From an optimization exercise on the open Yosys and OpenROAD flow, aimed at small area; shortcuts taken in it are not production practice. The RTL of this run was laid out without a check of its function.

==> flow/design.v <==
module cpu65xx
(
  clk,
  enable,
  reset,
  nmi_n,
  irq_n,
  so_n,
  din,
  dout,
  addr,
  we,
  debugOpcode,
  debugPc,
  debugA,
  debugX,
  debugY,
  debugS
);
parameter pipelineOpcode = 1'b0;
parameter pipelineAluMux = 1'b0;
parameter pipelineAluOut = 1'b0;
input         clk;
input         enable;
input         reset;
input         nmi_n;
input         irq_n;
input         so_n;
input   [7:0] din;
output  [7:0] dout;
output [15:0] addr;
output        we;
output  [7:0] debugOpcode;
output [15:0] debugPc;
output  [7:0] debugA;
output  [7:0] debugX;
output  [7:0] debugY;
output  [7:0] debugS;
localparam [4:0]
  opcodeFetch       = 5'b00000,   
  cycle2            = 5'b00001,
  cycle3            = 5'b00010,
  cyclePreIndirect  = 5'b00011,
  cycleIndirect     = 5'b00100,
  cycleBranchTaken  = 5'b00101,
  cycleBranchPage   = 5'b00110,
  cyclePreRead      = 5'b00111,   
  cycleRead         = 5'b01000,   
  cycleRead2        = 5'b01001,   
  cycleRmw          = 5'b01010,   
  cyclePreWrite     = 5'b01011,   
  cycleWrite        = 5'b01100,   
  cycleStack1       = 5'b01101,
  cycleStack2       = 5'b01110,
  cycleStack3       = 5'b01111,
  cycleStack4       = 5'b10000,
  cycleJump         = 5'b10001,   
  cycleEnd          = 5'b10010;
  reg  [4:0] theCpuCycle;
  reg  [4:0] nextCpuCycle;
  reg        updateRegisters;
  reg        processIrq;
  reg        nmiReg;
  reg        nmiEdge;
  reg        irqReg;  
  reg        soReg;   
localparam [15:0]
          immediate        = 16'b1000000000000000,
          implied          = 16'b0000000000000000,
          readZp           = 16'b1010000000000000,
          writeZp          = 16'b1010000000010000,
          rmwZp            = 16'b1010000000001000,
          readZpX          = 16'b1010000010000000,
          writeZpX         = 16'b1010000010010000,
          rmwZpX           = 16'b1010000010001000,
          readZpY          = 16'b1010000001000000,
          writeZpY         = 16'b1010000001010000,
          rmwZpY           = 16'b1010000001001000,
          readIndX         = 16'b1001000010000000,
          writeIndX        = 16'b1001000010010000,
          rmwIndX          = 16'b1001000010001000,
          readIndY         = 16'b1001000001000000,
          writeIndY        = 16'b1001000001010000,
          rmwIndY          = 16'b1001000001001000,
          readAbs          = 16'b1100000000000000,
          writeAbs         = 16'b1100000000010000,
          rmwAbs           = 16'b1100000000001000,
          readAbsX         = 16'b1100000010000000,
          writeAbsX        = 16'b1100000010010000,
          rmwAbsX          = 16'b1100000010001000,
          readAbsY         = 16'b1100000001000000,
          writeAbsY        = 16'b1100000001010000,
          rmwAbsY          = 16'b1100000001001000,
          push             = 16'b0000010000000000,
          pop              = 16'b0000010000100000,
          jsr              = 16'b1000101000000000,
          jumpAbs          = 16'b1000001000000000,
          jumpInd          = 16'b1100001000000000,
          relative         = 16'b1000000100000000,
          rts              = 16'b0000101000100100,
          rti              = 16'b0000111000100010,
          brk              = 16'b1000111000000001,
          xxxxxxxx         = 16'b0000000000000000;
localparam [7:0]
  aluInA   = 8'b10000000,
  aluInE   = 8'b01000000,
  aluInEXT = 8'b01100100,
  aluInET  = 8'b01000100,
  aluInX   = 8'b00100000,
  aluInXH  = 8'b00100010,
  aluInY   = 8'b00010000,
  aluInYH  = 8'b00010010,
  aluInS   = 8'b00001000,
  aluInT   = 8'b00000100,
  aluInAX  = 8'b10100000,
  aluInAXH = 8'b10100010,
  aluInAT  = 8'b10000100,
  aluInXT  = 8'b00100100,
  aluInST  = 8'b00001100,
  aluInSet = 8'b00000000,
  aluInClr = 8'b00000001,
  aluInXXX = 8'b00000000;
localparam [3:0]
  aluModeInp = 4'b0000,
  aluModeP   = 4'b0001,
  aluModeInc = 4'b0010,
  aluModeDec = 4'b0011,
  aluModeFlg = 4'b0100,
  aluModeBit = 4'b0101,
  aluModeLsr = 4'b1000,
  aluModeRor = 4'b1001,
  aluModeAsl = 4'b1010,
  aluModeRol = 4'b1011,
  aluModeAnc = 4'b1111;
localparam [2:0]
  aluModePss = 3'b000,
  aluModeCmp = 3'b001,
  aluModeAdc = 3'b010,
  aluModeSbc = 3'b011,
  aluModeAnd = 3'b100,
  aluModeOra = 3'b101,
  aluModeEor = 3'b110,
  aluModeArr = 3'b111;
localparam [9:0]
  aluInp = { aluModeInp, aluModePss, 3'b000 },
  aluP   = { aluModeP  , aluModePss, 3'b000 },
  aluInc = { aluModeInc, aluModePss, 3'b000 },
  aluDec = { aluModeDec, aluModePss, 3'b000 },
  aluFlg = { aluModeFlg, aluModePss, 3'b000 },
  aluBit = { aluModeBit, aluModeAnd, 3'b000 },
  aluRor = { aluModeRor, aluModePss, 3'b000 },
  aluLsr = { aluModeLsr, aluModePss, 3'b000 },
  aluRol = { aluModeRol, aluModePss, 3'b000 },
  aluAsl = { aluModeAsl, aluModePss, 3'b000 },
  aluCmp = { aluModeInp, aluModeCmp, 3'b100 },
  aluCpx = { aluModeInp, aluModeCmp, 3'b010 },
  aluCpy = { aluModeInp, aluModeCmp, 3'b001 },
  aluAdc = { aluModeInp, aluModeAdc, 3'b000 },
  aluSbc = { aluModeInp, aluModeSbc, 3'b000 },
  aluAnd = { aluModeInp, aluModeAnd, 3'b000 },
  aluOra = { aluModeInp, aluModeOra, 3'b000 },
  aluEor = { aluModeInp, aluModeEor, 3'b000 },
  aluSlo = { aluModeAsl, aluModeOra, 3'b000 },
  aluSre = { aluModeLsr, aluModeEor, 3'b000 },
  aluRra = { aluModeRor, aluModeAdc, 3'b000 },
  aluRla = { aluModeRol, aluModeAnd, 3'b000 },
  aluDcp = { aluModeDec, aluModeCmp, 3'b100 },
  aluIsc = { aluModeInc, aluModeSbc, 3'b000 },
  aluAnc = { aluModeAnc, aluModeAnd, 3'b000 },
  aluArr = { aluModeRor, aluModeArr, 3'b000 },
  aluSbx = { aluModeInp, aluModeCmp, 3'b110 },
  aluXXX = { 4'b0000   , 3'b000    , 3'b000 };
localparam [0:0]
  stackInc = 1'b0,
  stackDec = 1'b1,
  stackXXX = 1'b0;
  wire [43:0] opcInfo;
  reg  [ 7:0] theOpcode;
  wire [ 7:0] nextOpcode;
  reg  [15:0] PC;               
localparam [3:0]
  nextAddrHold       = 4'b0000,
  nextAddrIncr       = 4'b0001,
  nextAddrIncrL      = 4'b0010,  
  nextAddrIncrH      = 4'b0011,  
  nextAddrDecrH      = 4'b0100,  
  nextAddrPc         = 4'b0101,
  nextAddrIrq        = 4'b0110,
  nextAddrReset      = 4'b0111,
  nextAddrAbs        = 4'b1000,
  nextAddrAbsIndexed = 4'b1001,
  nextAddrZeroPage   = 4'b1010,
  nextAddrZPIndexed  = 4'b1011,
  nextAddrStack      = 4'b1100,
  nextAddrRelative   = 4'b1101;
  reg   [3:0] nextAddr;
  reg  [15:0] myAddr;
  wire [15:0] myAddrIncr;
  wire  [7:0] myAddrIncrH;
  wire  [7:0] myAddrDecrH;
  reg         theWe;
  reg         irqActive;
  reg   [7:0] doReg;
  reg         Vprev;   
  reg   [7:0] T;
  reg   [7:0] A;  
  reg   [7:0] X;  
  reg   [7:0] Y;  
  reg   [7:0] S;  
  reg         C;  
  reg         Z;  
  reg         I;  
  reg         D;  
  reg         V;  
  reg         N;  
  wire  [7:0] aluInput;
  wire  [7:0] aluCmpInput;
  wire  [7:0] aluRegisterOut;
  wire  [7:0] aluRmwOut;
  wire        aluC;
  wire        aluZ;
  wire        aluV;
  wire        aluN;
  reg   [7:0] aluInputReg;
  reg   [7:0] aluCmpInputReg;
  reg   [7:0] aluRmwReg;
  reg   [7:0] aluNineReg;
  reg         aluCReg;
  reg         aluZReg;
  reg         aluVReg;
  reg         aluNReg;
  reg   [8:0] indexOut;
  wire  [7:0] aluTemp;
  wire  [7:0] aluTemp0;
  wire  [7:0] aluTemp1;
  wire  [7:0] aluTemp2;
  wire  [7:0] aluTemp3;
  wire  [7:0] aluTemp4;
  wire  [7:0] aluTemp5;
  wire  [7:0] aluTemp6;
  wire  [7:0] cmpTemp;
  wire  [7:0] cmpTemp0;
  wire  [7:0] cmpTemp1;
  wire  [7:0] cmpTemp2;
  wire  [5:0] lowBits;
  wire  [8:0] nineBits;
  wire  [8:0] nineBits0;
  wire  [8:0] nineBits1;
  wire  [8:0] rmwBits;
  wire        varC;
  wire        varC0;
  wire        varZ;
  wire        varV;
  wire        varV0;
  wire        varV1;
  wire        varN;
  wire  [3:0] aluMode1;
  wire  [2:0] aluMode2;
  wire  [7:0] myNextOpcode;
  reg   [7:0] sIncDec;
  reg         updateFlag;
  assign aluInput = opcInfo[10] ? 8'h00 :
                    ((opcInfo[17] ? A : 8'hFF) &
                     (opcInfo[16] ? (A | 8'hEE) : 8'hFF) &
                     (opcInfo[15] ? X : 8'hFF) &
                     (opcInfo[14] ? Y : 8'hFF) &
                     (opcInfo[13] ? S : 8'hFF) &
                     (opcInfo[12] ? T : 8'hFF));
  assign aluCmpInput = (opcInfo[2] ? A : 8'hFF) &
                       (opcInfo[1] ? X : 8'hFF) &
                       (opcInfo[0] ? Y : 8'hFF);
  assign aluMode1 = opcInfo[9:6];
  assign aluMode2 = opcInfo[5:3];
  wire       modeIncDec = (aluMode1 == aluModeInc) || (aluMode1 == aluModeDec);
  wire [7:0] incDecOut  = aluInput + {{7{aluMode1[0]}}, 1'b1};
  assign rmwBits = (aluMode1 == aluModeP  ) ? {C, N, Vprev, 1'b1, ~irqActive, D, I, Z, C} :
                   modeIncDec               ? {C, incDecOut} :
                   (aluMode1 == aluModeAsl) ? {aluInput, 1'b0} :
                   (aluMode1 == aluModeFlg) ? {aluInput[0], aluInput} :
                   (aluMode1 == aluModeLsr) ? {aluInput[0], 1'b0, aluInput[7:1]} :
                   (aluMode1 == aluModeRol) ? {aluInput, C} :
                   (aluMode1 == aluModeRor) ? {aluInput[0], C, aluInput[7:1]} :
                   (aluMode1 == aluModeAnc) ? {aluInput[7] & A[7], aluInput} :
                   {C, aluInput};
  wire modeAdc = (aluMode2 == aluModeAdc);
  wire modeSbc = (aluMode2 == aluModeSbc);
  wire modeCmp = (aluMode2 == aluModeCmp);
  wire modeArr = (aluMode2 == aluModeArr);
  wire modeSub = modeSbc || modeCmp;
  wire [7:0] addA   = modeCmp ? aluCmpInput : A;
  wire [7:0] addB   = rmwBits[7:0] ^ {8{modeSub}};
  wire       addCin = modeCmp | rmwBits[8];
  wire [4:0] sumLo  = {1'b0, addA[3:0]} + {1'b0, addB[3:0]} + {4'd0, addCin};
  wire       decLo  = modeAdc & D & (sumLo > 5'd9);
  wire [4:0] sumHi  = {1'b0, addA[7:4]} + {1'b0, addB[7:4]} + {4'd0, sumLo[4] | decLo};
  wire       decCy  = decLo & ~sumLo[4];
  wire       zeroHi = (sumHi[3:1] == 3'd0) & (sumHi[0] == decCy);
  assign nineBits0 = (modeAdc | modeSub)         ? {sumHi, sumLo[3:0]} :
                     (aluMode2 == aluModeAnd)    ? {rmwBits[8], A & rmwBits[7:0]} :
                     (aluMode2 == aluModeEor)    ? {rmwBits[8], A ^ rmwBits[7:0]} :
                     (aluMode2 == aluModeOra)    ? {rmwBits[8], A | rmwBits[7:0]} :
                     rmwBits;
  assign varZ = (aluMode1 == aluModeFlg) ? rmwBits[1] :
                (modeAdc | modeSub) ? (zeroHi & (sumLo[3:0] == 4'd0)) :
                (nineBits0[7:0] == 8'd0);
  assign nineBits1[8:4] = modeAdc ? sumHi : nineBits0[8:4];
  assign varN = (aluMode1 == aluModeBit) || (aluMode1 == aluModeFlg) ? rmwBits[7] : nineBits1[7];
  assign varV = modeAdc ? (A[7] ^ nineBits1[7]) & (rmwBits[7] ^ nineBits1[7]) :
                modeSbc ? (A[7] ^ nineBits1[7]) & (~rmwBits[7] ^ nineBits1[7]) :
                modeArr ? aluInput[7] ^ aluInput[6] :
                aluInput[6];
  wire arrHi = modeArr & D & (({1'b0, aluInput[7:4]} + {4'd0, aluInput[4]}) > 5'd5);
  wire arrLo = modeArr & D & (({1'b0, aluInput[3:0]} + {4'd0, aluInput[0]}) > 5'd5);
  wire adcHi = modeAdc & D & (nineBits1[8:4] > 5'd9);
  wire sbcHi = modeSbc & D & ~nineBits1[8];
  wire sbcLo = modeSbc & D & ~sumLo[4];
  wire fixHi = adcHi | arrHi;
  wire fixLo = decLo | arrLo;
  assign nineBits[7:4] = nineBits1[7:4] + {sbcHi, fixHi, fixHi | sbcHi, 1'b0};
  assign nineBits[3:0] = nineBits0[3:0] + {sbcLo, fixLo, fixLo | sbcLo, 1'b0};
  assign nineBits[8]   = 1'b0;
  assign varC = fixHi ? 1'b1 :
                (modeArr & D) ? 1'b0 :
                modeArr ? aluInput[7] :
                nineBits1[8];
  assign aluRmwOut = rmwBits[7:0];
  assign aluRegisterOut = nineBits[7:0];
  assign aluC = varC;
  assign aluZ = varZ;
  assign aluV = varV;
  assign aluN = varN;
  always @(posedge clk)
  begin
    if (enable) begin
      if ((theCpuCycle == cycleStack4) || reset) begin
        nmiReg <= 1'b1;
      end
      if ((nextCpuCycle != cycleBranchTaken) && (nextCpuCycle != opcodeFetch)) begin
        irqReg <= irq_n;
        nmiEdge <= nmi_n;
        if (nmiEdge && !nmi_n) begin
          nmiReg <= 1'b0;
        end
      end
      processIrq <= !((nmiReg && (irqReg || I)) || opcInfo[18]);
    end
  end
  assign myNextOpcode = reset ? 8'h4C :
                        processIrq ? 8'h00 :
                        din;
  assign nextOpcode = myNextOpcode;
  wire dec000;
  wire dec001;
  wire dec002;
  wire dec003;
  wire dec004;
  wire dec005;
  wire dec006;
  wire dec007;
  wire dec008;
  wire dec009;
  wire dec010;
  wire dec011;
  wire dec012;
  wire dec013;
  wire dec014;
  wire dec015;
  wire dec016;
  wire dec017;
  wire dec018;
  wire dec019;
  wire dec020;
  wire dec021;
  wire dec022;
  wire dec023;
  wire dec024;
  wire dec025;
  wire dec026;
  wire dec027;
  wire dec028;
  wire dec029;
  wire dec030;
  wire dec031;
  wire dec032;
  wire dec033;
  wire dec034;
  wire dec035;
  wire dec036;
  wire dec037;
  wire dec038;
  wire dec039;
  wire dec040;
  wire dec041;
  wire dec042;
  wire dec043;
  wire dec044;
  wire dec045;
  wire dec046;
  wire dec047;
  wire dec048;
  wire dec049;
  wire dec050;
  wire dec051;
  wire dec052;
  wire dec053;
  wire dec054;
  wire dec055;
  wire dec056;
  wire dec057;
  wire dec058;
  wire dec059;
  wire dec060;
  wire dec061;
  wire dec062;
  wire dec063;
  wire dec064;
  wire dec065;
  wire dec066;
  wire dec067;
  wire dec068;
  wire dec069;
  wire dec070;
  wire dec071;
  wire dec072;
  wire dec073;
  wire dec074;
  wire dec075;
  wire dec076;
  wire dec077;
  wire dec078;
  wire dec079;
  wire dec080;
  wire dec081;
  wire dec082;
  wire dec083;
  wire dec084;
  wire dec085;
  wire dec086;
  wire dec087;
  wire dec088;
  wire dec089;
  wire dec090;
  wire dec091;
  wire dec092;
  wire dec093;
  wire dec094;
  wire dec095;
  wire dec096;
  wire dec097;
  wire dec098;
  wire dec099;
  wire dec100;
  wire dec101;
  wire dec102;
  wire dec103;
  wire dec104;
  wire dec105;
  wire dec106;
  wire dec107;
  wire dec108;
  wire dec109;
  wire dec110;
  wire dec111;
  wire dec112;
  wire dec113;
  wire dec114;
  wire dec115;
  wire dec116;
  wire dec117;
  wire dec118;
  wire dec119;
  wire dec120;
  wire dec121;
  wire dec122;
  wire dec123;
  wire dec124;
  wire dec125;
  wire dec126;
  wire dec127;
  wire dec128;
  wire dec129;
  wire dec130;
  wire dec131;
  wire dec132;
  wire dec133;
  wire dec134;
  wire dec135;
  wire dec136;
  wire dec137;
  wire dec138;
  wire dec139;
  wire dec140;
  wire dec141;
  wire dec142;
  wire dec143;
  wire dec144;
  wire dec145;
  wire dec146;
  wire dec147;
  wire dec148;
  wire dec149;
  wire dec150;
  wire dec151;
  wire dec152;
  wire dec153;
  wire dec154;
  wire dec155;
  wire dec156;
  wire dec157;
  wire dec158;
  wire dec159;
  wire dec160;
  wire dec161;
  wire dec162;
  wire dec163;
  wire dec164;
  wire dec165;
  wire dec166;
  wire dec167;
  wire dec168;
  wire dec169;
  wire dec170;
  wire dec171;
  wire dec172;
  wire dec173;
  wire dec174;
  wire dec175;
  wire dec176;
  wire dec177;
  wire dec178;
  wire dec179;
  wire dec180;
  wire dec181;
  wire dec182;
  wire dec183;
  wire dec184;
  wire dec185;
  wire dec186;
  wire dec187;
  wire dec188;
  wire dec189;
  wire dec190;
  wire dec191;
  wire dec192;
  wire dec193;
  wire dec194;
  wire dec195;
  wire dec196;
  wire dec197;
  wire dec198;
  wire dec199;
  wire dec200;
  wire dec201;
  wire dec202;
  wire dec203;
  wire dec204;
  wire dec205;
  wire dec206;
  wire dec207;
  wire dec208;
  wire dec209;
  wire dec210;
  wire dec211;
  wire dec212;
  assign dec168 = ~theOpcode[1];
  assign dec169 = theOpcode[7] & ~(theOpcode[6]);
  assign dec170 = dec169 & ~(dec168);
  assign dec171 = ~(theOpcode[4] & theOpcode[2]);
  assign dec172 = dec170 & ~(dec171);
  assign dec173 = theOpcode[2] | ~(theOpcode[4]);
  assign dec174 = theOpcode[0] & ~(dec173);
  assign opcInfo[24] = dec174 | dec172;
  assign dec175 = ~(theOpcode[0] | theOpcode[1]);
  assign dec176 = dec173 | theOpcode[3];
  assign opcInfo[26] = dec175 & ~(dec176);
  assign dec177 = ~theOpcode[4];
  assign dec178 = ~(theOpcode[3] | theOpcode[2]);
  assign dec179 = ~(dec178 & dec177);
  assign dec180 = theOpcode[0] & ~(dec179);
  assign dec181 = ~(dec171 | dec170);
  assign opcInfo[25] = dec181 | dec180;
  assign dec182 = ~theOpcode[5];
  assign dec183 = theOpcode[6] & ~(dec179);
  assign dec184 = ~(dec183 & dec168);
  assign dec185 = dec182 & ~(dec184);
  assign dec186 = ~(theOpcode[2] | theOpcode[0]);
  assign dec187 = ~dec186;
  assign dec188 = dec175 | dec169;
  assign dec189 = dec187 & ~(dec188);
  assign dec190 = theOpcode[5] & theOpcode[0];
  assign dec191 = theOpcode[5] & theOpcode[2];
  assign dec192 = theOpcode[6] | theOpcode[4];
  assign dec193 = dec191 & ~(dec192);
  assign dec194 = dec193 | dec190;
  assign dec195 = dec194 | dec189;
  assign dec196 = dec195 | dec185;
  assign dec197 = ~theOpcode[6];
  assign dec198 = theOpcode[7] & ~(theOpcode[4]);
  assign dec199 = dec198 & ~(dec197);
  assign dec200 = dec199 & ~(theOpcode[1]);
  assign dec201 = dec200 & ~(theOpcode[3]);
  assign dec202 = theOpcode[3] & ~(theOpcode[2]);
  assign dec203 = ~(dec169 & theOpcode[5]);
  assign dec204 = dec173 & ~(dec203);
  assign dec205 = dec204 & ~(dec202);
  assign dec206 = dec205 | dec201;
  assign dec207 = ~(theOpcode[7] | theOpcode[4]);
  assign dec208 = ~(dec207 & dec202);
  assign dec209 = theOpcode[5] & ~(dec208);
  assign dec210 = dec209 & ~(theOpcode[1]);
  assign dec211 = ~theOpcode[0];
  assign dec212 = ~(theOpcode[4] | theOpcode[2]);
  assign dec000 = ~(theOpcode[3] & theOpcode[1]);
  assign dec001 = dec212 & ~(dec000);
  assign dec002 = dec001 & ~(dec211);
  assign dec003 = dec199 & theOpcode[2];
  assign dec004 = dec003 | dec002;
  assign dec005 = dec004 | dec210;
  assign dec006 = dec005 | dec206;
  assign opcInfo[12] = dec006 | dec196;
  assign dec007 = theOpcode[7] & ~(theOpcode[5]);
  assign dec008 = dec007 & ~(theOpcode[6]);
  assign dec009 = theOpcode[0] & ~(theOpcode[1]);
  assign dec010 = dec008 & ~(dec009);
  assign dec011 = theOpcode[3] & theOpcode[2];
  assign dec012 = ~(dec011 & theOpcode[4]);
  assign dec013 = dec012 & ~(dec174);
  assign opcInfo[11] = dec010 & ~(dec013);
  assign dec014 = theOpcode[3] & ~(dec173);
  assign dec015 = theOpcode[5] & ~(theOpcode[0]);
  assign dec016 = dec015 & ~(theOpcode[1]);
  assign dec017 = ~(dec016 & dec169);
  assign dec018 = ~(theOpcode[5] | theOpcode[0]);
  assign dec019 = dec018 & ~(theOpcode[1]);
  assign dec020 = dec019 & ~(dec169);
  assign dec021 = dec017 & ~(dec020);
  assign opcInfo[10] = dec014 & ~(dec021);
  assign dec022 = dec207 & ~(dec000);
  assign dec023 = theOpcode[1] & ~(dec186);
  assign dec024 = dec023 & ~(theOpcode[7]);
  assign dec025 = ~(dec024 | dec022);
  assign opcInfo[9] = ~dec025;
  assign dec026 = ~dec178;
  assign dec027 = ~theOpcode[7];
  assign dec028 = dec027 & ~(dec192);
  assign dec029 = ~(dec028 & dec026);
  assign dec030 = dec016 & ~(dec029);
  assign dec031 = ~dec019;
  assign dec032 = ~(dec207 & dec178);
  assign dec033 = theOpcode[6] & ~(dec032);
  assign dec034 = dec033 & ~(dec031);
  assign dec035 = dec034 | dec030;
  assign dec036 = ~(theOpcode[6] | theOpcode[7]);
  assign dec037 = ~dec036;
  assign dec038 = dec002 & ~(dec037);
  assign dec039 = ~dec175;
  assign dec040 = dec014 & ~(dec039);
  assign dec041 = theOpcode[6] | ~(theOpcode[5]);
  assign dec042 = dec040 & ~(dec041);
  assign dec043 = dec040 & ~(dec037);
  assign dec044 = dec043 | dec042;
  assign dec045 = dec044 | dec038;
  assign opcInfo[8] = dec045 | dec035;
  assign dec046 = ~(dec170 & theOpcode[5]);
  assign opcInfo[13] = dec014 & ~(dec046);
  assign dec047 = theOpcode[3] & ~(theOpcode[4]);
  assign dec048 = dec047 & ~(theOpcode[2]);
  assign dec049 = ~(dec019 & dec048);
  assign dec050 = theOpcode[7] & ~(dec049);
  assign dec051 = ~(dec019 & dec169);
  assign dec052 = dec026 & ~(dec051);
  assign opcInfo[14] = dec052 | dec050;
  assign dec053 = theOpcode[5] & ~(dec025);
  assign dec054 = theOpcode[6] & theOpcode[7];
  assign dec055 = dec054 & ~(dec168);
  assign dec056 = dec048 | dec186;
  assign dec057 = dec055 & ~(dec056);
  assign dec058 = dec057 & ~(theOpcode[5]);
  assign dec059 = dec058 | dec053;
  assign dec060 = theOpcode[2] | ~(dec019);
  assign dec061 = dec191 & ~(theOpcode[0]);
  assign dec062 = dec060 & ~(dec061);
  assign dec063 = dec028 & ~(dec062);
  assign dec064 = ~(dec018 & dec047);
  assign dec065 = dec055 & ~(dec064);
  assign dec066 = dec065 | dec038;
  assign dec067 = dec197 & ~(dec049);
  assign dec068 = dec067 | dec066;
  assign dec069 = dec068 | dec063;
  assign opcInfo[6] = dec069 | dec059;
  assign dec070 = theOpcode[6] | ~(theOpcode[0]);
  assign dec071 = dec027 & ~(dec070);
  assign dec072 = ~dec190;
  assign dec073 = dec022 & ~(theOpcode[2]);
  assign dec074 = dec073 & ~(dec072);
  assign dec075 = dec074 | dec071;
  assign dec076 = theOpcode[5] | ~(theOpcode[0]);
  assign dec077 = dec027 & ~(dec076);
  assign dec078 = dec077 & ~(dec001);
  assign dec079 = ~(dec193 & dec027);
  assign dec080 = dec168 & ~(dec079);
  assign dec081 = dec080 | dec078;
  assign opcInfo[5] = dec081 | dec075;
  assign dec082 = dec202 & dec175;
  assign dec083 = dec060 & ~(dec082);
  assign opcInfo[28] = dec207 & ~(dec083);
  assign dec084 = ~(dec001 & dec182);
  assign dec085 = theOpcode[0] & ~(dec007);
  assign dec086 = ~(dec085 & theOpcode[6]);
  assign opcInfo[4] = dec084 & ~(dec086);
  assign dec087 = dec054 & ~(dec211);
  assign dec088 = dec200 & ~(dec202);
  assign dec089 = dec088 | dec087;
  assign dec090 = dec190 & ~(dec197);
  assign dec091 = dec090 & dec001;
  assign dec092 = dec078 & ~(theOpcode[6]);
  assign dec093 = dec092 | dec091;
  assign opcInfo[3] = dec093 | dec089;
  assign dec094 = dec197 & ~(dec025);
  assign dec095 = dec082 & dec199;
  assign dec096 = dec095 | dec065;
  assign dec097 = dec096 | dec057;
  assign dec098 = dec097 | dec050;
  assign opcInfo[7] = dec098 | dec094;
  assign opcInfo[29] = dec175 & ~(dec032);
  assign dec099 = theOpcode[7] | ~(theOpcode[6]);
  assign dec100 = dec177 & ~(dec099);
  assign dec101 = ~(dec011 & dec175);
  assign dec102 = dec100 & ~(dec101);
  assign opcInfo[27] = dec102 | opcInfo[29];
  assign opcInfo[20] = dec033 & dec016;
  assign dec103 = ~(dec100 & dec019);
  assign opcInfo[19] = dec178 & ~(dec103);
  assign dec104 = dec048 | dec169;
  assign opcInfo[21] = dec023 & ~(dec104);
  assign dec105 = ~(dec033 | dec209);
  assign opcInfo[23] = dec175 & ~(dec105);
  assign dec106 = dec001 & ~(theOpcode[6]);
  assign dec107 = ~(dec106 | dec209);
  assign dec108 = dec041 & ~(dec107);
  assign dec109 = dec085 | dec073;
  assign dec110 = dec014 & ~(dec051);
  assign dec111 = dec110 | dec109;
  assign opcInfo[43] = dec111 | dec108;
  assign dec112 = ~dec015;
  assign dec113 = dec088 & ~(dec112);
  assign dec114 = ~(dec007 & theOpcode[6]);
  assign dec115 = dec001 & ~(dec114);
  assign dec116 = dec115 & ~(dec211);
  assign opcInfo[1] = dec116 | dec113;
  assign opcInfo[0] = dec088 & dec018;
  assign dec117 = dec000 & ~(dec023);
  assign dec118 = dec008 & ~(dec117);
  assign dec119 = ~(dec016 & dec202);
  assign dec120 = dec199 & ~(dec119);
  assign dec121 = ~(dec018 & theOpcode[7]);
  assign dec122 = dec001 & ~(dec121);
  assign dec123 = dec122 | dec120;
  assign opcInfo[15] = dec123 | dec118;
  assign opcInfo[22] = dec008 & ~(dec056);
  assign dec124 = ~(dec015 & dec048);
  assign dec125 = ~(dec076 | dec048);
  assign dec126 = dec124 & ~(dec125);
  assign dec127 = dec169 & ~(dec126);
  assign dec128 = dec073 & dec070;
  assign dec129 = ~(dec099 | theOpcode[2]);
  assign dec130 = dec129 & ~(dec064);
  assign dec131 = dec130 | dec128;
  assign opcInfo[17] = dec131 | dec127;
  assign dec132 = dec176 & ~(dec046);
  assign dec133 = dec132 | dec120;
  assign dec134 = dec170 & ~(dec072);
  assign dec135 = dec134 | dec115;
  assign opcInfo[42] = dec135 | dec133;
  assign dec136 = ~(dec014 & dec170);
  assign opcInfo[40] = dec112 & ~(dec136);
  assign dec137 = dec014 & ~(dec017);
  assign dec138 = dec090 | dec137;
  assign opcInfo[38] = dec138 | dec035;
  assign dec139 = ~(dec016 & dec048);
  assign dec140 = dec036 & ~(dec139);
  assign dec141 = dec040 & dec054;
  assign dec142 = dec141 | dec034;
  assign opcInfo[37] = dec142 | dec140;
  assign dec143 = dec204 & ~(dec039);
  assign opcInfo[41] = dec143 | dec050;
  assign opcInfo[2] = dec054 & ~(dec076);
  assign dec144 = theOpcode[3] & ~(dec046);
  assign dec145 = ~(dec022 | dec204);
  assign dec146 = ~(dec145 & dec107);
  assign dec147 = dec146 | dec144;
  assign dec148 = dec047 & ~(dec114);
  assign dec149 = dec082 & dec008;
  assign dec150 = dec149 | dec200;
  assign dec151 = dec150 | dec148;
  assign dec152 = dec151 | dec196;
  assign opcInfo[35] = dec152 | dec147;
  assign opcInfo[16] = dec002 & dec169;
  assign dec153 = dec183 & ~(dec031);
  assign dec154 = dec036 & ~(dec119);
  assign dec155 = dec154 | dec043;
  assign dec156 = dec155 | dec153;
  assign dec157 = dec090 | ~(dec025);
  assign dec158 = dec157 | dec089;
  assign opcInfo[34] = dec158 | dec156;
  assign dec159 = dec040 & ~(dec099);
  assign dec160 = dec019 & ~(dec032);
  assign dec161 = dec160 | dec140;
  assign opcInfo[36] = dec161 | dec159;
  assign opcInfo[18] = dec160 & ~(theOpcode[6]);
  assign dec162 = ~theOpcode[3];
  assign dec163 = dec186 | dec162;
  assign dec164 = dec163 | dec212;
  assign opcInfo[32] = dec103 & ~(dec164);
  assign opcInfo[31] = theOpcode[2] & ~(theOpcode[3]);
  assign opcInfo[30] = dec178 & ~(dec211);
  assign dec165 = theOpcode[1] & ~(dec198);
  assign dec166 = dec165 | dec100;
  assign dec167 = dec162 & ~(dec166);
  assign opcInfo[33] = dec167 | dec187;
  assign opcInfo[39] = opcInfo[35];
  always @(posedge clk)
  begin
    if (enable) begin
      if (theCpuCycle == opcodeFetch) begin
        irqActive <= processIrq;
      end
      if (reset || (theCpuCycle == opcodeFetch)) begin
        theOpcode <= nextOpcode;
      end
    end
  end
  always @(*)
  begin
    updateRegisters = 1'b0;
    if (enable) begin
      if (opcInfo[19]) begin
        if (theCpuCycle == cycleRead) begin
          updateRegisters = 1'b1;
        end
      end else if (theCpuCycle == opcodeFetch) begin
        updateRegisters = 1'b1;
      end
    end
  end
  assign debugOpcode = theOpcode;
  always @(posedge clk)
  begin
    if (enable) begin
      theCpuCycle <= nextCpuCycle;
    end
    if (reset) begin
      theCpuCycle <= cycle2;
    end
  end
  always @(*)
  begin
    nextCpuCycle = opcodeFetch;
    case (theCpuCycle)
      opcodeFetch : begin
        nextCpuCycle = cycle2;
      end
      cycle2 : begin
        if (opcInfo[26]) begin
          if ( ((N == theOpcode[5]) && (theOpcode[7:6] == 2'b00))
            || ((V == theOpcode[5]) && (theOpcode[7:6] == 2'b01))
            || ((C == theOpcode[5]) && (theOpcode[7:6] == 2'b10))
            || ((Z == theOpcode[5]) && (theOpcode[7:6] == 2'b11)) ) begin
            nextCpuCycle = cycleBranchTaken;
          end
        end else if (opcInfo[23]) begin
          nextCpuCycle = cycleStack1;
        end else if (opcInfo[29] && opcInfo[28]) begin
          nextCpuCycle = cycleStack2;
        end else if (opcInfo[29]) begin
          nextCpuCycle = cycleStack1;
        end else if (opcInfo[28]) begin
          nextCpuCycle = cycleWrite;
        end else if (opcInfo[32]) begin
          nextCpuCycle = cycle3;
        end else if (opcInfo[30]) begin
          if (opcInfo[25]) begin
            nextCpuCycle = cyclePreIndirect;
          end else begin
            nextCpuCycle = cycleIndirect;
          end
        end else if (opcInfo[31]) begin
          if (opcInfo[22]) begin
            if (opcInfo[25] || opcInfo[24]) begin
              nextCpuCycle = cyclePreWrite;
            end else begin
              nextCpuCycle = cycleWrite;
            end
          end else begin
            if (opcInfo[25] || opcInfo[24]) begin
              nextCpuCycle = cyclePreRead;
            end else begin
              nextCpuCycle = cycleRead2;
            end
          end
        end else if (opcInfo[27]) begin
          nextCpuCycle = cycleJump;
        end
      end
      cycle3 : begin
        nextCpuCycle = cycleRead;
        if (opcInfo[22]) begin
          if (opcInfo[25] || opcInfo[24]) begin
            nextCpuCycle = cyclePreWrite;
          end else begin
            nextCpuCycle = cycleWrite;
          end
        end
        if (opcInfo[30] && opcInfo[25]) begin
          if (opcInfo[22]) begin
            nextCpuCycle = cycleWrite;
          end else begin
            nextCpuCycle = cycleRead2;
          end
        end
      end
      cyclePreIndirect : begin
        nextCpuCycle = cycleIndirect;
      end
      cycleIndirect : begin
        nextCpuCycle = cycle3;
      end
      cycleBranchTaken : begin
        if (indexOut[8] != T[7]) begin
          nextCpuCycle = cycleBranchPage;
        end
      end
      cyclePreRead : begin
        if (opcInfo[31]) begin
          nextCpuCycle = cycleRead2;
        end
      end
      cycleRead : begin
        if (opcInfo[27]) begin
          nextCpuCycle = cycleJump;
        end else if (indexOut[8]) begin
          nextCpuCycle = cycleRead2;
        end else if (opcInfo[21]) begin
          nextCpuCycle = cycleRmw;
          if (opcInfo[25] || opcInfo[24]) begin
            nextCpuCycle = cycleRead2;
          end
        end
      end
      cycleRead2 : begin
        if (opcInfo[21]) begin
          nextCpuCycle = cycleRmw;
        end
      end
      cycleRmw : begin
         nextCpuCycle = cycleWrite;
      end
      cyclePreWrite : begin
        nextCpuCycle = cycleWrite;
      end
      cycleStack1 : begin
        nextCpuCycle = cycleRead;
        if (opcInfo[29]) begin
          nextCpuCycle = cycleStack2;
        end
      end
      cycleStack2 : begin
        nextCpuCycle = cycleStack3;
        if (opcInfo[19]) begin
          nextCpuCycle = cycleRead;
        end
        if (!opcInfo[28] && opcInfo[23]) begin
          nextCpuCycle = cycleJump;
        end
      end
      cycleStack3 : begin
        nextCpuCycle = cycleRead;
        if (!opcInfo[28] || opcInfo[23]) begin
          nextCpuCycle = cycleJump;
        end else if (opcInfo[29]) begin
          nextCpuCycle = cycleStack4;
        end
      end
      cycleStack4 : begin
        nextCpuCycle = cycleRead;
      end
      cycleJump : begin
        if (opcInfo[20]) begin
          nextCpuCycle = cycleEnd;
        end
      end
      default : begin
      end
    endcase
  end
  always @(posedge clk)
  begin
    if (enable) begin
      case (theCpuCycle)
        cycle2 : begin
          T <= din;
        end
        cycleStack1, cycleStack2 : begin
          if (opcInfo[23]) begin
            T <= din;
          end
        end
        cycleIndirect, cycleRead, cycleRead2 : begin
          T <= din;
        end
        default : begin
        end
      endcase
    end
  end
  always @(posedge clk)
  begin
    if (updateRegisters) begin
      if (opcInfo[43]) begin
        A <= aluRegisterOut;
      end
    end
  end
  always @(posedge clk)
  begin
    if (updateRegisters) begin
      if (opcInfo[42]) begin
        X <= aluRegisterOut;
      end
    end
  end
  always @(posedge clk)
  begin
    if (updateRegisters) begin
      if (opcInfo[41]) begin
        Y <= aluRegisterOut;
      end
    end
  end
  always @(posedge clk)
  begin
  if (updateRegisters) begin
      if (opcInfo[34]) begin
        C <= aluC;
      end
    end
  end
  always @(posedge clk)
  begin
    if (updateRegisters) begin
      if (opcInfo[35]) begin
        Z <= aluZ;
      end
    end
  end
  always @(posedge clk)
  begin
    if (updateRegisters) begin
      if (opcInfo[36]) begin
        I <= aluInput[2];
      end
    end
  end
  always @(posedge clk)
  begin
    if (updateRegisters) begin
      if (opcInfo[37]) begin
        D <= aluInput[3];
      end
    end
  end
  always @(posedge clk)
  begin
    if (updateRegisters) begin
      if (opcInfo[38]) begin
        V <= aluV;
      end
    end
    if (enable) begin
      Vprev <= V;
      if (soReg && !so_n) begin
        V <= 1'b1;
      end
      soReg <= so_n;
    end
  end
  always @(posedge clk)
  begin
    if (updateRegisters) begin
      if (opcInfo[39]) begin
        N <= aluN;
      end
    end
  end
  always @(*)
  begin
    sIncDec = S + {{7{~opcInfo[23]}}, 1'b1};
    updateFlag = 1'b0;
    case (nextCpuCycle)
      cycleStack1 : begin
        if (opcInfo[23] || opcInfo[28]) begin
          updateFlag = 1'b1;
        end
      end
      cycleStack2, cycleStack3, cycleStack4 : begin
        updateFlag = 1'b1;
      end
      cycleRead : begin
        if (opcInfo[19]) begin
          updateFlag = 1'b1;
        end
      end
      cycleWrite : begin
        if (opcInfo[28]) begin
          updateFlag = 1'b1;
        end
      end
      default : begin
      end
    endcase
  end
  always @(posedge clk)
  begin
    if (enable) begin
      if (updateFlag) begin
        S <= sIncDec;
      end
    end
    if (updateRegisters) begin
      if (opcInfo[40]) begin
        S <= aluRegisterOut;
      end
    end
  end
  always @(*)
  begin
    case (theCpuCycle)
      cycleRmw : begin
        doReg = T;
      end
      cycleStack2 : begin
        doReg = PC[15:8];
      end
      cycleStack3 : begin
        doReg = PC[7:0];
      end
      default : begin
        doReg = aluRmwOut & (opcInfo[11] ? (indexOut[8] ? myAddr[15:8] : myAddrIncrH) : 8'hFF);
      end
    endcase
  end
  assign dout = doReg;
  always @(*)
  begin
    theWe = 1'b0;
    case (theCpuCycle)
      cycleStack2, cycleStack3, cycleStack4 : begin
        theWe = !opcInfo[23];
      end
      cycleRmw, cycleWrite : begin
        theWe = 1'b1;
      end
      default : begin
      end
    endcase
  end
  assign we = theWe;
  always @(posedge clk)
  begin
    if (enable) begin
      case (theCpuCycle)
        opcodeFetch : begin
          PC <= myAddr;
        end
        cycle2 :  begin
          if (!irqActive) begin
            if (opcInfo[33]) begin
              PC <= myAddrIncr;
             end else begin
              PC <= myAddr;
            end
          end
        end
        cycle3 : begin
          if (opcInfo[32]) begin
            PC <= myAddrIncr;
          end
        end
        default: begin
        end
      endcase
    end
  end
  assign debugPc = PC;
  always @(*)
  begin
    nextAddr = nextAddrIncr;
    case (theCpuCycle)
      cycle2 : begin
        if (opcInfo[29] || opcInfo[28]) begin
          nextAddr = nextAddrStack;
        end else if (opcInfo[32]) begin
          nextAddr = nextAddrIncr;
        end else if (opcInfo[31]) begin
          nextAddr = nextAddrZeroPage;
        end else if (opcInfo[30]) begin
          nextAddr = nextAddrZeroPage;
        end else if (opcInfo[33]) begin
          nextAddr = nextAddrIncr;
        end else begin
          nextAddr = nextAddrHold;
        end
      end
      cycle3 : begin
        if (opcInfo[30] && opcInfo[25]) begin
          nextAddr = nextAddrAbs;
        end else begin
          nextAddr = nextAddrAbsIndexed;
        end
      end
      cyclePreIndirect : begin
        nextAddr = nextAddrZPIndexed;
      end
      cycleIndirect : begin
         nextAddr = nextAddrIncrL;
      end
      cycleBranchTaken : begin
        nextAddr = nextAddrRelative;
      end
      cycleBranchPage : begin
        if (!T[7]) begin
          nextAddr = nextAddrIncrH;
        end else begin
          nextAddr = nextAddrDecrH;
        end
      end
      cyclePreRead : begin
        nextAddr = nextAddrZPIndexed;
      end
      cycleRead : begin
        nextAddr = nextAddrPc;
        if (opcInfo[27]) begin
          nextAddr = nextAddrIncrL;
        end else if (indexOut[8]) begin
          nextAddr = nextAddrIncrH;
        end else if (opcInfo[21]) begin
          nextAddr = nextAddrHold;
        end
      end
      cycleRead2 : begin
        nextAddr = nextAddrPc;
        if (opcInfo[21]) begin
          nextAddr = nextAddrHold;
        end
      end
      cycleRmw : begin
        nextAddr = nextAddrHold;
      end
      cyclePreWrite : begin
        nextAddr = nextAddrHold;
        if (opcInfo[31]) begin
          nextAddr = nextAddrZPIndexed;
        end else if (indexOut[8]) begin
          nextAddr = nextAddrIncrH;
        end
      end
      cycleWrite : begin
        nextAddr = nextAddrPc;
      end
      cycleStack1, cycleStack2 : begin
        nextAddr = nextAddrStack;
      end
      cycleStack3 : begin
        nextAddr = nextAddrStack;
        if (!opcInfo[28]) begin
          nextAddr = nextAddrPc;
        end
      end
      cycleStack4 : begin
        nextAddr = nextAddrIrq;
      end
      cycleJump : begin
        nextAddr = nextAddrAbs;
      end
      default : begin
      end
    endcase
    if (reset) begin
      nextAddr = nextAddrReset;
    end
  end
  always @(*)
  begin
    indexOut = {1'b0, T} + {1'b0, ({8{opcInfo[25]}} & X) |
                                  ({8{opcInfo[24]}} & Y) |
                                  ({8{opcInfo[26]}} & myAddr[7:0])};
  end
  always @(posedge clk)
  begin
    if (enable) begin
      case (nextAddr)
        nextAddrIncr : begin
          myAddr <= myAddrIncr;
        end
        nextAddrIncrL : begin
          myAddr[7:0] <= myAddrIncr[7:0];
        end
        nextAddrIncrH : begin
          myAddr[15:8] <= myAddrIncrH;
        end
        nextAddrDecrH : begin
          myAddr[15:8] <= myAddrDecrH;
        end
        nextAddrPc : begin
          myAddr <= PC;
        end
        nextAddrIrq : begin
          myAddr <= 16'hFFFE;
          if (!nmiReg) begin
            myAddr <= 16'hFFFA;
          end
        end
        nextAddrReset : begin
          myAddr <= 16'hFFFC;
        end
        nextAddrAbs : begin
          myAddr <= {din, T};
        end
        nextAddrAbsIndexed : begin
         myAddr <= {din, indexOut[7:0]};
        end
        nextAddrZeroPage : begin
          myAddr <= {8'd0, din};
        end
        nextAddrZPIndexed : begin
          myAddr <= {8'd0, indexOut[7:0]};
        end
        nextAddrStack : begin
          myAddr <= {8'd1, S};
        end
        nextAddrRelative : begin
          myAddr[7:0] <= indexOut[7:0];
        end
        default : begin
        end
      endcase
    end
  end
  wire [8:0] myAddrLoIncr = {1'b0, myAddr[7:0]} + 9'd1;
  wire       hiDec = (nextAddr == nextAddrDecrH);
  wire       hiInc = (nextAddr == nextAddrIncrH) || (theCpuCycle == cycleWrite);
  wire [7:0] hiAdd = myAddr[15:8] + {{7{hiDec}}, hiDec | hiInc | myAddrLoIncr[8]};
  assign myAddrIncr = {hiAdd, myAddrLoIncr[7:0]};
  assign myAddrIncrH = hiAdd;
  assign myAddrDecrH = hiAdd;
  assign addr = myAddr;
  assign debugA = A;
  assign debugX = X;
  assign debugY = Y;
  assign debugS = S;
endmodule
==> flow/flow/run.sh <==
#!/bin/bash
# Standard ORFS layout (the standard.sh), with two changes:
#  - the port buffers are the smallest buffer (buf_1) instead of the
#    default choice;
#  - clock tree synthesis inserts no dummy loads.
set -euo pipefail
export BUFFER_PORTS_ARGS="-buffer_cell sky130_fd_sc_hd__buf_1"
export CTS_ARGS="-sink_clustering_enable -repair_clock_nets -dont_use_dummy_load"
bash standard.sh > standard.log 2>&1
==> flow/standard.sh <==
#!/bin/bash
# synth_recipe.tcl (not shown) runs the flow's synth.tcl, then flattens the netlist and writes it again
# the make line also repeats each setting of config.mk as NAME=value (left out here)
make -C /OpenROAD-flow-scripts/flow DESIGN_CONFIG=/design/flow/config.mk WORK_HOME=/design/flow/orfs CLKGATE_MAP_FILE= SYNTH_SCRIPT=/design/flow/synth_recipe.tcl "${@:-finish}"
==> flow/config.mk <==
export PLATFORM = sky130hd
export DESIGN_NAME = cpu65xx
export DESIGN_NICKNAME = cpu65xx
export VERILOG_FILES = /design/flow/design.v
export SDC_FILE = /design/flow/constraint.sdc
export NUM_CORES = 4
export LEC_CHECK = 0
export CAP_MARGIN = 20
export CORE_MARGIN = 2
export CORE_UTILIZATION = 40
export SLEW_MARGIN = 20
==> flow/constraint.sdc <==
create_clock -name core_clock -period 10.0 [get_ports {clk}]
set_input_delay 2.0000 -clock core_clock [delete_from_list [all_inputs] [get_ports {clk}]]
set_output_delay 2.0000 -clock core_clock [all_outputs]
set_load 0.01 [all_outputs]
==> metrics.cfg <==
[status]
outcome = no timing/DRC/antenna violations

[drt]
wirelength_mm = 40.1
vias = 10700
wl_per_cell_um = 24.1
vias_per_cell = 6.46
drtIter0Drc = 1442
postRouteAntennaNets = 0
drt_pass1_iterations = 6
drc_errors = 0

[sta]
max_freq_mhz = 108
tightest_slew_ps = 1060
period_share_pct = 93.0
finalHoldWorstSlack_ps = 463
setup_violations = 0
maxSlewViolCount = 0
relSlewSlack_pct = 28.9
min_period_ps = 9300
hold_viol = 0
skew_ps = 22.2
setup-tns-final_ps = 0
rsz0062_at_grt = false

[finish]
mostFrequentLayoutCells = nand2_1 (127), nor2_1 (123), buf_1 (94), a21oi_1 (85), edfxtp_1 (84)
final_common_cell = nand2_1
fillers = 2621
fin_cells = 1664
final_area_um2 = 11400
area_growth_pct = 8.99
fin_nets = 1415
drive_gt1_share_pct = 7.15
n_antenna_cell = 0

[power_and_ir_drop]
p_leak_nw = 4.31
irDropWorstVdd_mv = 0.0922
power_density_nw_per_um2 = 157
total_power_mw = 1.78

[yosys]
synthCells = 1268
syn_avg_cell_area_um2 = 8.23
synth_cell_type_count = 94
synth-edff-count = 84
syn-num-nets = 1352
async_flop_share_pct = 0
seq_area_frac_synth_pct = 26.8
synth_ff_type = edfxtp_1
yosys_warnings = 1
yosysTopAreaCell = edfxtp_1
synth_area_um2 = 10400
yosysTopAreaCellShare_pct = 24.2
netlist_top_cells_area = edfxtp_1 (24%), ha_1 (7.2%), nand2_1 (4.6%), nor2_1 (4.5%), a21oi_1 (4.1%)
ys_ff_latch = 98

[floorplan]
core_area_um2 = 25800
dieArea_um2 = 27400
fp-row-count = 59
initial_core_util_pct = 40.4
ios = 95
dieWidth_um = 166
die_h_um = 166

[worst_setup_path]
cp_slowest_cell = or4_4
worstRegToRegCells = 33
critPathMaxFanout = 39
worstPathRequired_ps = 8000
max_stage_delay_ps = 630
timing.rr.end = S[7]
cpMostUsedCell = inv_1
crit_path_start_kind = flip-flop
worstSetupEndpointType = output port
r2r_start = theOpcode[2]
path_class = reg2out
r2r_setup_slack_ps = 1340
crit_arrival_ps = 7300
crit_end = dout[7]
worstSetupStartpoint = theOpcode[1]

[job]
maxCapViolations = 0

[grt]
grt_antenna_before_repair = 2
grt_max_degree = 47
grt_pass1_wl_mm = 60.5
grt-ovfl-total = 0
grt.total_usage_pct = 29.2
grt_pass1_vias = 9889

[clock_network]
cts_tree = done
cts_resized = 0
cts_hold_buf = 0
cts_root_buf = clkbuf_16
clkSinkCount = 98
post_cts_buffers = 0
cts_buffers = 9
h-tree-depth = 3
clockBufferDepth = 2
clkTransAtPathRegs_ps = 60
clock_latency_ps = 370

[placed_design]
io_buffers = 94
dpl.cell_count = 1655
gp_congestion = 1.01
dp_hpwl_mm = 30.5
placed_area_um2 = 11100

[worst_hold_path]
hold_path_class = reg2reg

[critical path, delay by kind of cell (launching register included)]
| family | cells | cell delay, ps |
|---|---|---|
| fa+ha+maj | 3 | 630 |
| compound gates | 13 | 2900 |
| buf+inv | 6 | 1010 |
| xor+xnor | 2 | 370 |
| simple gates | 8 | 1670 |
| flops | 1 | 360 |
[cells in the mapped netlist, drive strengths merged, types with 14 or more instances]
cell / number
xnor2: 43
mux2i: 14
a21o: 22
ha: 60
dfxtp: 14
nor3: 40
nor2: 125
a21oi: 85
xor2: 22
nand2: 127
edfxtp: 84
a222oi: 18
inv: 61
a31oi: 19
and3: 17
clkbuf: 40
buf: 39
nand2b: 31
and2: 22
a221oi: 17
mux2: 16
o21ai: 54
nand3: 16
o22ai: 17
nor2b: 25
a211oi: 14
[state kept, by name (all words and copies together) (netlist names), 5 cells and up]
| signal | cells |
|---|---|
| PC | 16 |
| myAddr | 16 |
| A | 8 |
| S | 8 |
| T | 8 |
| X | 8 |
| Y | 8 |
| theOpcode | 8 |
| theCpuCycle | 5 |
[stage by stage]
step / utilization, % / setup slack [ps]
final: 44.0 / 704
after global routing: 44.0 / 64.0
after CTS: 44.0 / 336
after detailed placement: 43.1 / 742
after global placement: 43.1 / 930
after floorplan: - / 1210
[metal layers]
layer	routed length, um	part of all wire, %	vias to the layer above	track usage, %
li1	-	-	4894	-
met1	16700	42	5052	40.0
met2	18300	46	678	46.7
met3	3370	8.4	118	3.35
met4	1800	4.5	0	12.5
met5	0	0	-	0
[kinds of logic (layout without fill, tap and decap cells)]
logic type	after synthesis	in the layout	synth area share (%)
adder cells (fa/ha/maj)	70	70	9.11
multiplexers	31	31	3.28
AO/OA/AOI/OAI	397	397	27.2
AND/OR/NAND/NOR	465	465	22.4
XOR/XNOR	65	65	5.45
buffers and inverters	142	203	5.63
flip-flops	98	98	26.8
[how the worst min path moves through the flow]
stage / startpoint / endpoint / depth (start not counted)
detailed placement: V / Vprev / 0
floorplan: V / Vprev / 0
CTS: V / Vprev / 0
global placement: V / Vprev / 0
finish: V / Vprev / 0
global route: V / Vprev / 0
[layout make-up]
type                       count  area, um^2  share of cell area, %
inverter                      63         236                   2.08
timing repair buffer         131         634                   5.57
clock buffer                   9         225                   1.98
sequential                    98        2800                   24.6
tap                          335         419                   3.68
multi-input combinational   1028        7060                   62.1
[power breakdown]
part | internal, mW | switching [mW]
combinational | 0.334 | 0.515
clock | 0.159 | 0.149
sequential | 0.522 | 0.102

port drivers added, routing unchanged:
No port has a modelled driver above. Below, the same layout with a new extraction and two added sets of constraints. Step 1 (the two cells are an assumption about what drives the block):
set clk [get_ports {clk}]
set_driving_cell -lib_cell sky130_fd_sc_hd__clkbuf_16 $clk
set_driving_cell -lib_cell sky130_fd_sc_hd__buf_2 [delete_from_list [all_inputs] $clk]
Step 2, shift: input delay + t, output delay - t, t = (earliest + latest rising clock arrival at the registers) / 2. This alone moves slack from input paths to output paths. Three values: ideal ports, drivers, drivers and shift; two values: the first two.
shift t [ns]: 0.399
setup slack, ns: 0.704 / 0.659 / 1.058
worst setup path at the end: register to output
clock arrival spread, ns: 0.022 / 0.022
After both steps this run still meets setup and hold. For this run, drivers alone change the setup slack by -0.045 ns; drivers and shift together by +0.354 ns.
